Background: an optimization exercise with open tools, aiming at small area and a short achievable clock period. Do not read the settings as production practice.
RTL that was checked went through simulation tests only; none was proved equivalent to the original.
Power and IR drop assume default switching activity.

==> run H: inputs <==
Design flp32_mac_5stg, start of the top module:
module flp32_mac_5stg(
	clk,
	nrst,
	i_a,
	i_b,
	i_c,
	i_valid,
	o_p,
	o_sign,
	o_zero,
	o_nan,
	o_inf,
	o_valid
);
export LEC_CHECK = 0
export CAP_MARGIN = 20
export CORE_MARGIN = 2
export CORE_UTILIZATION = 40
export SLEW_MARGIN = 65
export SYNTH_HIERARCHICAL = 1
export SYNTH_MINIMUM_KEEP_SIZE = 0
create_clock -name core_clock -period 14.0 [get_ports {clk}]
run.sh (not shown) runs the stock make flow with config.mk's settings and CLKGATE_MAP_FILE= SYNTH_SCRIPT=/design/flow/synth_recipe.tcl, a recipe that flattens the netlist after the stock synthesis.
==> run C (differences from run H) <==
==> flow/flow/run.sh (new file) <==
#!/bin/bash
export BUFFER_PORTS_ARGS="-buffer_cell sky130_fd_sc_hd__buf_2"
bash standard.sh > standard.log 2>&1
==> flow/standard.sh (new file) <==
#!/bin/bash
# synth_recipe.tcl (not shown) runs the flow's synth.tcl, then flattens the netlist and writes it again
# the make line also repeats each setting of config.mk as NAME=value (left out here)
make -C /OpenROAD-flow-scripts/flow DESIGN_CONFIG=/design/flow/config.mk WORK_HOME=/design/flow/orfs CLKGATE_MAP_FILE= SYNTH_SCRIPT=/design/flow/synth_recipe.tcl "${@:-finish}"
removed: flow/run.sh
==> run P (differences from run H) <==
--- a/flow/design.v
+++ b/flow/design.v
@@ -3932,30 +3932,33 @@
 wire [47:0] v1 = sh2[0] ? { 1'd0, v2[47:1] } : v2;
 wire [47:0] shj = { v1[47:1], jam2 };
 wire [25:0] cmp0 = { 1'b0, p2r[47:23] } + { 1'b1, ~sga2 } + { 25'd0, |p2r[22:0] };
 wire [25:0] cmp1 = { 2'b00, p2r[47:24] } + { 1'b1, ~sga2 } + { 25'd0, |p2r[23:0] };
 wire gt = gone2 | (near2 & (sh2[0] ? cmp1[25] : cmp0[25]));
-reg [47:0] u3, w3;
+wire [47:0] ap = shj ^ oth2;
+wire [47:0] ag = shj & oth2;
+wire addz = ~|(shj | oth2);	 
+reg [47:0] ap3, ag3;
 reg [7:0] ae_exp3;
-reg gt3, exneg3, sna3, eff3, f_inf3, f_sn3, f_zz3, f_nan3;
+reg gt3, addz3, exneg3, sna3, eff3, f_inf3, f_sn3, f_zz3, f_nan3;
 always @(posedge clk)
 begin
-	u3 <= shj;
-	w3 <= oth2;
+	ap3 <= ap;
+	ag3 <= ag;
 	gt3 <= gt;
+	addz3 <= addz;
 	ae_exp3 <= ae_exp2;
 	exneg3 <= exneg2;
 	sna3 <= sna2;
 	eff3 <= eff2;
 	f_inf3 <= f_inf2;
 	f_sn3 <= f_sn2;
 	f_zz3 <= f_zz2;
 	f_nan3 <= f_nan2;
 end
-wire [48:0] bp = { eff3, u3 ^ w3 };
-wire [48:0] bg = { 1'b0, u3 & w3 };
-wire addz3 = ~|(u3 | w3);	 
+wire [48:0] bp = { eff3, ap3 };
+wire [48:0] bg = { 1'b0, ag3 };
 wire acin = eff3 & gt3;
 wire [48:0] as0;
 wire aco, apall;
 wire d_g1;
 wire d_p2;
==> flow/flow/run.sh (new file) <==
#!/bin/bash
export BUFFER_PORTS_ARGS="-buffer_cell sky130_fd_sc_hd__buf_2"
bash standard.sh > standard.log 2>&1
==> flow/standard.sh (new file) <==
#!/bin/bash
# synth_recipe.tcl (not shown) runs the flow's synth.tcl, then flattens the netlist and writes it again
# the make line also repeats each setting of config.mk as NAME=value (left out here)
make -C /OpenROAD-flow-scripts/flow DESIGN_CONFIG=/design/flow/config.mk WORK_HOME=/design/flow/orfs CLKGATE_MAP_FILE= SYNTH_SCRIPT=/design/flow/synth_recipe.tcl "${@:-finish}"
Settings changed: SLEW_MARGIN 65 to 35.
removed: flow/run.sh
==> results.py <==
metrics = {
    "outcome": {
        "status": "complete, no violations",
    },
    "power": {
        "p_seq_mw": 3.05,
        "swShare_pct": 44.91,
    },
    "sta": {
        "fmax_mhz": 232.1,
        "fin_crit_sh_pct": 30.77,
    },
    "die": {
        "die_w_um": 334.5,
    },
    "grt": {
        "grt_pass1_vias": 33368,
    },
    "worst_setup_path": {
        "timing.rr.start": "fb0[15]",
    },
    "cells_and_area": {
        "multiInputGateArea_mm2": 0.02872,
    },
    "logic_synthesis": {
        "synth-seq-area-share_pct": 29.18,
    },
}
(the above is from run H)
==> results.py <==
metrics = {
    "outcome": {
        "status": "complete, no violations",
    },
    "worst_setup_path": {
        "criticalPathCategory": "register to register",
        "timing.rr.start": "fc0[15]",
    },
    "grt": {
        "grt_pass1_vias": 33655,
    },
    "route": {
        "viasPerCell": 5.344,
        "wl_mm": 125.3,
        "routedWlPerCell_um": 20.68,
    },
    "die": {
        "coreArea_mm2": 0.1086,
        "die_w_um": 334.5,
    },
    "power": {
        "total_power_mw": 12.14,
        "p_seq_mw": 3.04,
        "swShare_pct": 45.13,
    },
    "cells_and_area": {
        "inverters": 448,
        "multiInputGateArea_mm2": 0.02878,
    },
    "sta": {
        "fmax_mhz": 245.9,
        "fin_crit_sh_pct": 29.04,
    },
}
(the above is from run C)
==> results.py <==
metrics = {
    "logic_synthesis": {
        "synthTopCellsByCount": "nand2_1 (718), dfxtp_1 (629), fa_1 (493)",
        "synth-seq-area-share_pct": 29.29,
    },
    "worst_setup_path": {
        "cp.depth": 15,
        "required_ps": 14610,
        "cpMaxStageDelayCell": "dfxtp_4",
        "timing.rr.start": "exneg2",
    },
    "outcome": {
        "status": "complete, no violations",
    },
    "cells_and_area": {
        "inverters": 417,
        "post-route-util_pct": 44.52,
        "multiInputGateArea_mm2": 0.02849,
    },
    "power": {
        "swShare_pct": 44.79,
        "p_seq_mw": 3.13,
    },
    "sta": {
        "fin_crit_sh_pct": 31.67,
        "fmax_mhz": 225.6,
    },
    "die": {
        "die_w_um": 334.1,
        "start_util_pct": 40.16,
    },
    "min_path": {
        "hold_depth": 0,
    },
    "grt": {
        "grt_pass1_vias": 32933,
    },
}
(the above is from run P)

==> trial 64: inputs <==
Another version of the RTL of flp32_mac_5stg (not shown whole).
Design flp32_mac_5stg, start of the top module:
module flp32_mac_5stg(
	clk,
	nrst,
	i_a,
	i_b,
	i_c,
	i_valid,
	o_p,
	o_sign,
	o_zero,
	o_nan,
	o_inf,
	o_valid
);
input wire		clk;
input wire		nrst;
input wire [31:0]	i_a;
input wire [31:0]	i_b;
input wire [31:0]	i_c;
input wire		i_valid;
output reg [31:0]	o_p;
output reg		o_sign;
output reg		o_zero;
output reg		o_nan;
output reg		o_inf;
output wire		o_valid;
reg [6:0] vld;
always @(posedge clk or negedge nrst)
begin
	if(!nrst)
		vld <= 7'd0;
	else
		vld <= { vld[5:0], i_valid };
end
assign o_valid = vld[6];
wire [7:0] i_exb = i_b[30:23];
wire [7:0] i_exc = i_c[30:23];
wire i_zb = ~|i_exb;
wire i_zc = ~|i_exc;
wire i_infb = (&i_exb) & ~|i_b[22:0];
wire i_infc = (&i_exc) & ~|i_c[22:0];
wire i_nanb = (&i_exb) & |i_b[22:0];
wire i_nanc = (&i_exc) & |i_c[22:0];
reg [31:0] a0;
reg [22:0] fb0, fc0;
reg [8:0] sbc0;
reg snm0, zbc0, mnan0, minf0;
always @(posedge clk)
begin
	a0 <= i_a;
	fb0 <= i_b[22:0];
	fc0 <= i_c[22:0];
	sbc0 <= { 1'b0, i_exb } + { 1'b0, i_exc };
	snm0 <= i_b[31] ^ i_c[31];
	zbc0 <= i_zb | i_zc;
	mnan0 <= i_nanb | i_nanc | (i_zb & i_infc) | (i_zc & i_infb);
	minf0 <= i_infb | i_infc;
end
wire [7:0] exa = a0[30:23];
wire za = ~|exa;
wire infa = (&exa) & ~|a0[22:0];
wire nana = (&exa) & |a0[22:0];
wire sna = a0[31];
wire [9:0] m_exp_t = { 1'b0, sbc0 } - 10'd127;
wire m_uf = m_exp_t[9];
wire m_of = m_exp_t[8] & ~m_uf;
wire m_zero = zbc0 | m_uf;
wire m_nan = mnan0;
wire m_inf = minf0 | m_of;
wire m_sn = snm0;
wire [9:0] dd_t = { 2'b00, exa } - { 1'b0, sbc0 } + 10'd127;
wire [9:0] dn_t = { 1'b0, sbc0 } - { 2'b00, exa } - 10'd127;
wire dneg = dd_t[8] ^ m_of;		 
wire exneg = ~m_zero & dneg;
wire [7:0] shamt = m_zero ? exa : dneg ? dn_t[7:0] : dd_t[7:0];
wire [7:0] ae_exp = exneg ? m_exp_t[7:0] : exa;
wire f_inf = infa | m_inf;
wire f_sn = (infa & sna) | (m_inf & m_sn);
wire f_zz = za & m_zero;
wire f_nan = nana | m_nan | (infa & m_inf & (sna ^ m_sn));
wire [23:0] mx = { 1'b1, fc0 };
wire [23:0] my = { 1'b1, fb0 };
wire [23:0] sga = { ~za, a0[22:0] & {23{~za}} };
wire [47:0] t_r0, t_r1, t_r2;
wire t_pp1;
wire t_pp2;
wire t_pp3;
wire t_pp4;
wire t_pp5;
wire t_pp6;
wire t_pp7;
wire t_pp8;
wire t_pp9;
wire t_pp10;
wire t_pp11;
wire t_pp12;
wire t_pp13;
wire t_pp14;
wire t_pp15;
wire t_pp16;
wire t_pp17;
wire t_pp18;
wire t_pp19;
wire t_pp20;
wire t_pp21;
  ...
clock: 14.0 ns
lec_check: 0
cap_margin: 20
core_margin: 2
core_utilization: 40
cts_buf_list: sky130_fd_sc_hd__clkbuf_8
cts_cluster_size: 20
slew_margin: 65
synth_hierarchical: 1
synth_minimum_keep_size: 0
standard.sh (not shown) runs the stock make flow with config.mk's settings and CLKGATE_MAP_FILE= SYNTH_SCRIPT=/design/flow/synth_recipe.tcl, a recipe that flattens the netlist after the stock synthesis.
==> flow/flow/run.sh <==
#!/bin/bash
export BUFFER_PORTS_ARGS="-buffer_cell sky130_fd_sc_hd__buf_2"
bash standard.sh > standard.log 2>&1
==> inputs of build 58, as changes to trial 64 <==
--- a/flow/design.v
+++ b/flow/design.v
@@ -3933,30 +3933,30 @@
 wire [47:0] shj = { v1[47:1], jam2 };
 wire [25:0] cmp0 = { 1'b0, p2r[47:23] } + { 1'b1, ~sga2 } + { 25'd0, |p2r[22:0] };
 wire [25:0] cmp1 = { 2'b00, p2r[47:24] } + { 1'b1, ~sga2 } + { 25'd0, |p2r[23:0] };
 wire gt = gone2 | (near2 & (sh2[0] ? cmp1[25] : cmp0[25]));
 reg [47:0] u3, w3;
 reg [7:0] ae_exp3;
-reg gt3, exneg3, sna3, eff3, f_inf3, f_sn3, f_zz3, f_nan3;
+reg gt3, addz3, exneg3, sna3, eff3, f_inf3, f_sn3, f_zz3, f_nan3;
 always @(posedge clk)
 begin
 	u3 <= shj;
 	w3 <= oth2;
 	gt3 <= gt;
+	addz3 <= ~|(shj | oth2);	 
 	ae_exp3 <= ae_exp2;
 	exneg3 <= exneg2;
 	sna3 <= sna2;
 	eff3 <= eff2;
 	f_inf3 <= f_inf2;
 	f_sn3 <= f_sn2;
 	f_zz3 <= f_zz2;
 	f_nan3 <= f_nan2;
 end
 wire [48:0] bp = { eff3, u3 ^ w3 };
 wire [48:0] bg = { 1'b0, u3 & w3 };
-wire addz3 = ~|(u3 | w3);	 
 wire acin = eff3 & gt3;
 wire [48:0] as0;
 wire aco, apall;
 wire d_g1;
 wire d_p2;
 wire d_g3;
Settings changed: CTS_CLUSTER_SIZE 20 to default, SLEW_MARGIN 65 to 80.
==> results.py <==
metrics = {
    "routing": {
        "finalWirelength_mm": 120.4,
        "detail_route.wl_per_cell_um": 20.39,
    },
    "setup_path": {
        "arrival_ps": 1250,
        "path_cells": "buf_2",
        "cp_max_fo": 1,
    },
    "finish": {
        "post-route-cell-area_sq_um": 47700,
        "stdcell_count": 5905,
        "area_of_the_multi_input_gates_sq_um": 28350,
    },
    "timing": {
        "min_period_over_period_pct": 28.90,
        "timing.final.ws_setup_ps": 9954,
    },
    "yosys": {
        "synthAdderAreaFrac_pct": 31.98,
    },
    "grt": {
        "grt_pass1_vias": 32870,
        "maximum_number_of_pins_on_one_net_before_global_route_repair": 71,
        "globalRouteMet1Util_pct": 27.45,
    },
    "outcome": {
        "status": "complete, no violations",
    },
    "placed_design": {
        "gpl.final_weighted_congestion": 0.9353,
    },
}
# the run above: trial 64

==> results.py <==
metrics = {
    "finish": {
        "stdcell_count": 6137,
        "total_number_of_sequential_cells": 616,
        "post-route-cell-area_sq_um": 51690,
    },
    "grt": {
        "maximum_number_of_pins_on_one_net_before_global_route_repair": 44,
        "globalRouteMet1Util_pct": 30.42,
        "grt_pass1_vias": 35640,
    },
    "timing": {
        "timing.final.ws_setup_ps": 8563,
    },
    "routing": {
        "detail_route.wl_per_cell_um": 22.81,
    },
    "pwr": {
        "pg_comb_mw": 7.46,
    },
    "setup_path": {
        "path_cells": "buf_8 -> buf_8 -> buf_16 -> nor2_1 -> buf_4 -> a22o_1 -> a222oi_1 -> clkdlybuf4s50_1 -> buf_1 -> clkdlybuf4s50_1 -> clkdlybuf4s50_1 -> nand2_1 -> nand2_1 -> a222oi_1 -> clkdlybuf4s50_1 -> nor4b_2 -> clkdlybuf4s25_1 -> and3_1 -> and3_1",
        "arrival_ps": 6170,
        "cp_max_fo": 31,
    },
    "outcome": {
        "status": "complete, no violations",
    },
    "yosys": {
        "synthAdderAreaFrac_pct": 30.35,
    },
}
# the run above: build 58

For build 58, only the layout was checked, not whether the RTL still works.

==> v14: inputs <==
Starting RTL as in the previous note.
export LEC_CHECK = 0
export CAP_MARGIN = 20
export CORE_MARGIN = 2
export CORE_UTILIZATION = 40
export CTS_BUF_LIST = sky130_fd_sc_hd__clkbuf_8
export CTS_CLUSTER_DIAMETER = 50
export CTS_CLUSTER_SIZE = 25
export SLEW_MARGIN = 65
export SYNTH_HIERARCHICAL = 1
export SYNTH_MINIMUM_KEEP_SIZE = 0
create_clock -name core_clock -period 14.0 [get_ports {clk}]
Scripts as last shown in full above: flow/flow/run.sh
==> inputs of v24, as changes to v14 <==
--- a/flow/design.v
+++ b/flow/design.v
@@ -3931,34 +3931,34 @@
 wire [47:0] v2 = sh2[1] ? { 2'd0, v4[47:2] } : v4;
 wire [47:0] v1 = sh2[0] ? { 1'd0, v2[47:1] } : v2;
 wire [47:0] shj = { v1[47:1], jam2 };
 wire [25:0] cmp0 = { 1'b0, p2r[47:23] } + { 1'b1, ~sga2 } + { 25'd0, |p2r[22:0] };
 wire [25:0] cmp1 = { 2'b00, p2r[47:24] } + { 1'b1, ~sga2 } + { 25'd0, |p2r[23:0] };
 wire gt = gone2 | (near2 & (sh2[0] ? cmp1[25] : cmp0[25]));
 reg [47:0] u3, w3;
 reg [7:0] ae_exp3;
-reg gt3, exneg3, sna3, eff3, f_inf3, f_sn3, f_zz3, f_nan3;
+reg gt3, addz3, exneg3, sna3, eff3, f_inf3, f_sn3, f_zz3, f_nan3;
 always @(posedge clk)
 begin
 	u3 <= shj;
 	w3 <= oth2;
 	gt3 <= gt;
+	addz3 <= ~|(shj | oth2);	 
 	ae_exp3 <= ae_exp2;
 	exneg3 <= exneg2;
 	sna3 <= sna2;
 	eff3 <= eff2;
 	f_inf3 <= f_inf2;
 	f_sn3 <= f_sn2;
 	f_zz3 <= f_zz2;
 	f_nan3 <= f_nan2;
 end
 wire [48:0] bp = { eff3, u3 ^ w3 };
 wire [48:0] bg = { 1'b0, u3 & w3 };
-wire addz3 = ~|(u3 | w3);	 
 wire acin = eff3 & gt3;
 wire [48:0] as0;
 wire aco, apall;
 wire d_g1;
 wire d_p2;
 wire d_g3;
 wire d_p4;
 wire d_g5;
Settings changed: CTS_CLUSTER_DIAMETER 50 to not set, CTS_CLUSTER_SIZE 25 to not set.
==> summary of the runs <==
- Between v14 and v24, the lower final cell count is in v14 (gap about 2.8%, measured against v24).
- Of v24 and v14, v24 has the higher clock-buffer cell count (gap 56).
- Combinational power is about the same in v14 and v24.
- Between v24 and v14, the lower die area is in v14 (gap about 0.6%, measured against v14).
- In fmax, v14 and v24 hardly differ.
- Sequential power: v14 is smaller than v24 (about 2%).
- In v24 the global-route usage is higher than in v14, by 2.8 points.
- Sequential share of layout area: v14 is higher than v24 (0.54 points).
==> figures <==
item                                                                  v24             v14
Normalized max-slew margin                                          0.603           0.621
Die Footprint                                                  110000 µm²      109000 µm²
Final wirelength                                                   138 mm          119 mm
Largest incremental delay on the critical path                     320 ps          580 ps
Power in combinational cells                                      6.70 mW         6.67 mW
Startpoint of the lowest-slack hold path                          a_zero4           a_sn4
Total of plain and repair buffers excluding clock buffers             233             217
Cell count along the critical path                                      1              11
Capturing element type of the critical path                primary output            flop
Setup Skew                                                        79.4 ps         61.8 ps
Post-synthesis compound-gate area fraction                          0.121           0.105
Run status                                                 finished clean  finished clean
DR WL/cell                                                        23.0 µm         20.4 µm
Maximum fanout along the worst path                                     2              21
Tap Count                                                            1403            1391
Share of the synthesized area in the top cell type                  0.284           0.285
Endpoint of the lowest-slack register-to-register path              addz3        r2_1[24]
Instance count after placement with tap cells included               5811            5706
No functional check of the RTL was part of v24.

static timing again, ports no longer ideal:
The flow's constraints put no driver on any port. The routed layouts listed below were extracted and timed again, unchanged, in two steps.
Step 1 assumes that a clkbuf_16 drives the clock port and a buf_2 every other input.
Step 2, shift: input delay + t, output delay - t, t = (earliest + latest rising clock arrival at the registers) / 2. This alone moves slack from input paths to output paths.
Slacks: ideal ports / drivers / drivers and shift; pairs: ideal ports / drivers.
run	shift t [ns]	setup WS [ns]	worst register clock-pin slew, ns	pins driven straight from the clock port
run H	0.723	9.692 / 9.620 / 9.100	0.07 / 0.07	1
run C	0.716	9.934 / 9.934 / 9.543	0.07 / 0.07	1
run P	0.712	9.567 / 9.567 / 9.490	0.07 / 0.07	1
trial 64	0.847	9.954 / 9.887 / 9.377	0.07 / 0.07	1
build 58	0.858	8.563 / 8.563 / 8.563	0.07 / 0.07	1
v14	0.809	9.964 / 9.934 / 9.369	0.12 / 0.12	1
v24	0.822	9.957 / 9.889 / 9.497	0.08 / 0.08	1
After both steps every run listed still meets setup and hold. The setup slack of v14, which loses most, moves by -0.030 ns with the drivers and by -0.595 ns with both steps.
